Background: an optimization exercise with open tools, aiming at small area and a short achievable clock period. Do not read the settings as production practice.
RTL that was checked went through simulation tests only; none was proved equivalent to the original.
No driver is modelled on the clock port, so clock power and skew are understated where the tree is cut down; a real chip needs a root buffer or a tree.
Power is estimated from default activity; no workload was simulated.

== 01-23 ==
// fifo
module fifo(
  input clk,
  input rst,
  input [7:0] buf_in,
  input wr_en,
  input rd_en,
  output reg [7:0] buf_out,
  output buf_empty,
  output reg buf_full,
  output [7:0] fifo_counter
);
For scale: about 1200 cells after synthesis, roughly 560 flip-flops, roughly 30 I/O pins, ~20000 sq um of cells after synthesis.
==> module fifo, before the edit <==
module fifo(
  input clk,
  input rst,
  input [7:0] buf_in,
  input wr_en,
  input rd_en,
  output reg [7:0] buf_out,
  output buf_empty,
  output reg buf_full,
  output [7:0] fifo_counter
);
  reg [7:0] wlo_n;
  reg [7:0] whi;
  reg [7:0] rlo;
  reg [7:0] rhi;
  reg [6:0] count;
  reg not_empty;
  reg [7:0] mem_n [0:63];
  assign fifo_counter = {1'b0, count};
  assign buf_empty = ~not_empty;
  wire wa = wr_en & ~buf_full;
  wire ra = rd_en & not_empty;
  wire [7:0] whi_n;
  wire [63:0] we;
  wire [63:0] rs_n;
  genvar g, b;
  generate
    for (g = 0; g < 8; g = g + 1) begin : gwhi
      fifo_nand3b u (.a_n(buf_full), .b(wr_en), .c(whi[g]), .y(whi_n[g]));
    end
    for (g = 0; g < 64; g = g + 1) begin : gdec
      fifo_nor2 u_we (.a(wlo_n[g % 8]), .b(whi_n[g / 8]), .y(we[g]));
      fifo_nand2 u_rs (.a(rlo[g % 8]), .b(rhi[g / 8]), .y(rs_n[g]));
    end
  endgenerate
  wire [7:0] buf_out_next;
  wire ra_n = ~ra;
  generate
    for (b = 0; b < 8; b = b + 1) begin : gbit
      wire [63:0] col_n;
      for (g = 0; g < 64; g = g + 1) begin : gcol
        assign col_n[g] = mem_n[g][b];
      end
      wire [3:0] r;
      fifo_sel64 u_sel (.s_n(rs_n), .d_n(col_n), .r(r));
      fifo_outsel u_out (.r(r), .ra(ra), .ra_n(ra_n), .q(buf_out[b]), .y(buf_out_next[b]));
    end
  endgenerate
  wire [7:0] buf_in_n = ~buf_in;
  generate
    for (g = 0; g < 64; g = g + 1) begin : gmem
      always @(posedge clk)
        if (we[g])
          mem_n[g] <= buf_in_n;
    end
  endgenerate
  wire up = wa & ~ra;
  wire dn = ra & ~wa;
  wire [6:0] cnt_inc = count + 7'd1;
  wire [6:0] cnt_dec = count - 7'd1;
  wire [6:0] count_next;
  generate
    for (g = 0; g < 7; g = g + 1) begin : gcnt
      fifo_mux4 u (.a(count[g]), .b(cnt_dec[g]), .c(cnt_inc[g]), .d(cnt_inc[g]),
                   .s0(dn), .s1(up), .y(count_next[g]));
    end
  endgenerate
  wire c63 = (count == 7'd63);
  wire ne1 = (count != 7'd1);
  wire full_next, ne_next;
  fifo_flags u_flags (.wr_en(wr_en), .rd_en(rd_en), .full(buf_full), .ne(not_empty),
                      .c63(c63), .ne1(ne1), .full_next(full_next), .ne_next(ne_next));
  always @(posedge clk or posedge rst) begin
    if (rst) begin
      wlo_n <= 8'b11111110;
      whi <= 8'b00000001;
      rlo <= 8'b00000001;
      rhi <= 8'b00000001;
      count <= 7'd0;
      buf_out <= 8'd0;
      not_empty <= 1'b0;
      buf_full <= 1'b0;
    end else begin
      if (wa) begin
        wlo_n <= {wlo_n[6:0], wlo_n[7]};
        if (!wlo_n[7]) whi <= {whi[6:0], whi[7]};
      end
      if (ra) begin
        rlo <= {rlo[6:0], rlo[7]};
        if (rlo[7]) rhi <= {rhi[6:0], rhi[7]};
      end
      buf_out <= buf_out_next;
      count <= count_next;
      not_empty <= ne_next;
      buf_full <= full_next;
    end
  end
endmodule
==> flow/config.mk <==
export PLATFORM = sky130hd
export DESIGN_NAME = fifo
export DESIGN_NICKNAME = fifo
export VERILOG_FILES = /design/flow/design.v
export SDC_FILE = /design/flow/constraint.sdc
export NUM_CORES = 4
export LEC_CHECK = 0
export CAP_MARGIN = 20
export CORE_MARGIN = 2
export CORE_UTILIZATION = 60
export CTS_CLUSTER_DIAMETER = 80
export CTS_CLUSTER_SIZE = 30
export SETUP_SLACK_MARGIN = 2.2
export SLEW_MARGIN = 20
export SYNTH_HIERARCHICAL = 1
export SYNTH_MINIMUM_KEEP_SIZE = 0
==> flow/constraint.sdc <==
create_clock -name core_clock -period 4.0 [get_ports {clk}]
set_input_delay 0.8000 -clock core_clock [delete_from_list [all_inputs] [get_ports {clk}]]
set_output_delay 0.8000 -clock core_clock [all_outputs]
set_load 0.01 [all_outputs]
standard.sh (not shown) runs the stock make flow with config.mk's settings and CLKGATE_MAP_FILE= SYNTH_SCRIPT=/design/flow/synth_recipe.tcl, a recipe that flattens the netlist after the stock synthesis.
==> flow/flow/run.sh <==
#!/bin/bash
# Standard ORFS layout (the standard.sh) with these changes to how it is made:
#  - ports are buffered with buf_2 cells instead of the slow delay-cell default
#  - the clock tree is flow/my_cts.tcl's (built in place of TritonCTS through
#    ORFS's PRE_CTS_TCL hook): 32 equal clusters of flip-flops, each under a
#    clkbuf_8, grouped by quadrant under 4 clkbuf_16 that the clock port drives
#  - after the timing repair in CTS and in global routing, flow/downsize.tcl
#    swaps each cell for the smallest drive strength that keeps the worst
#    setup slack, and repair_design then restores the slew and cap margins
# Each ORFS step writes its full log under orfs/logs; make's output goes to standard.log.
set -euo pipefail
export BUFFER_PORTS_ARGS="-buffer_cell sky130_fd_sc_hd__buf_2"
export PRE_CTS_TCL="$PWD/flow/pre_cts.tcl"
export POST_CTS_TCL="$PWD/flow/post_cts.tcl"
export POST_GLOBAL_ROUTE_TCL="$PWD/flow/post_grt.tcl"
bash standard.sh > standard.log 2>&1
Other scripts of this flow, unchanged in this note and not shown: flow/flow/downsize.tcl, flow/flow/my_cts.tcl, flow/flow/post_cts.tcl, flow/flow/post_grt.tcl, flow/flow/pre_cts.tcl
What 12-03 does differently from 01-23 at the input level:
--- a/flow/design.v
+++ b/flow/design.v
@@ -6,23 +6,26 @@
   input rd_en,
   output reg [7:0] buf_out,
   output buf_empty,
   output reg buf_full,
   output [7:0] fifo_counter
 );
-  reg [7:0] wlo_n;
-  reg [7:0] whi;
+  reg [5:0] wr_ptr;
   reg [7:0] rlo;
   reg [7:0] rhi;
   reg [6:0] count;
   reg not_empty;
   reg [7:0] mem_n [0:63];
   assign fifo_counter = {1'b0, count};
   assign buf_empty = ~not_empty;
   wire wa = wr_en & ~buf_full;
   wire ra = rd_en & not_empty;
+  wire [7:0] wlo_n;
+  wire [7:0] whi;
+  fifo_dec3n u_wlo (.a(wr_ptr[2:0]), .y_n(wlo_n));
+  fifo_dec3 u_whi (.a(wr_ptr[5:3]), .y(whi));
   wire [7:0] whi_n;
   wire [63:0] we;
   wire [63:0] rs_n;
   genvar g, b;
   generate
     for (g = 0; g < 8; g = g + 1) begin : gwhi
@@ -69,25 +72,21 @@
   wire ne1 = (count != 7'd1);
   wire full_next, ne_next;
   fifo_flags u_flags (.wr_en(wr_en), .rd_en(rd_en), .full(buf_full), .ne(not_empty),
                       .c63(c63), .ne1(ne1), .full_next(full_next), .ne_next(ne_next));
   always @(posedge clk or posedge rst) begin
     if (rst) begin
-      wlo_n <= 8'b11111110;
-      whi <= 8'b00000001;
+      wr_ptr <= 6'd0;
       rlo <= 8'b00000001;
       rhi <= 8'b00000001;
       count <= 7'd0;
       buf_out <= 8'd0;
       not_empty <= 1'b0;
       buf_full <= 1'b0;
     end else begin
-      if (wa) begin
-        wlo_n <= {wlo_n[6:0], wlo_n[7]};
-        if (!wlo_n[7]) whi <= {whi[6:0], whi[7]};
-      end
+      if (wa) wr_ptr <= wr_ptr + 6'd1;
       if (ra) begin
         rlo <= {rlo[6:0], rlo[7]};
         if (rlo[7]) rhi <= {rhi[6:0], rhi[7]};
       end
       buf_out <= buf_out_next;
       count <= count_next;
@@ -155,6 +154,12 @@
 endmodule
 module fifo_flags(input wr_en, input rd_en, input full, input ne, input c63, input ne1,
                   output full_next, output ne_next);
   assign full_next = ~rd_en & (full | (wr_en & c63));
   assign ne_next = wr_en | (ne & (~rd_en | ne1));
 endmodule
+module fifo_dec3n(input [2:0] a, output [7:0] y_n);
+  assign y_n = ~(8'b1 << a);
+endmodule
+module fifo_dec3(input [2:0] a, output [7:0] y);
+  assign y = 8'b1 << a;
+endmodule
### Flow results
The lower arrival time at the worst endpoint of 12-03 and 01-23 is in 01-23.
The final reports for 12-03 and 01-23 show die width lower in the former.
Looking at final worst-path setup slack across both flows, 12-03 is the weaker of the two, with 01-23 ahead.
Summary of 12-03 over 01-23: count of different cell masters after synthesis saw an increase, post-route total power went up, sequential cell count dropped 1.8%, combinational cell fraction of total power rose by 5.5 points, register-to-register slack shrank by 0.06 ns.
On 12-03: area of all placed cells without fillers is about 1.3% lower than what 01-23 gave.
Taking 01-23 as the reference point, the peak clock frequency supported by timing of 12-03 falls by 15 MHz.
| global-route wire length before repair | 12-03 vs 01-23 | 1.9% lower |
The RTL of 12-03 was laid out without a check of its function. In every run of this note, the design's own scripts or RTL, not TritonCTS, make the clock network.

==> re-timing with driven ports <==
In the flow no input, the clock included, has a driving cell. The finished layouts below were timed again as built, in two steps.
Step 1 assumes that a clkbuf_16 drives the clock port and a buf_2 every other input.
Step 2 also shifts input and output timing later by t, the mid clock arrival at the registers, as if the neighbouring blocks saw the same clock.
Three values: ideal, step 1, step 2; two values: the first two.
run	t, ns	setup slack, ns	cell pins on the clock port's net
01-23	0.464	2.080 / 2.080 / 1.781	4
12-03	0.465	2.022 / 2.022 / 1.718	4
After both steps every run listed still meets setup and hold. For 12-03, which loses most, drivers alone change the setup slack by 0.000 ns; drivers and shift together by -0.304 ns.
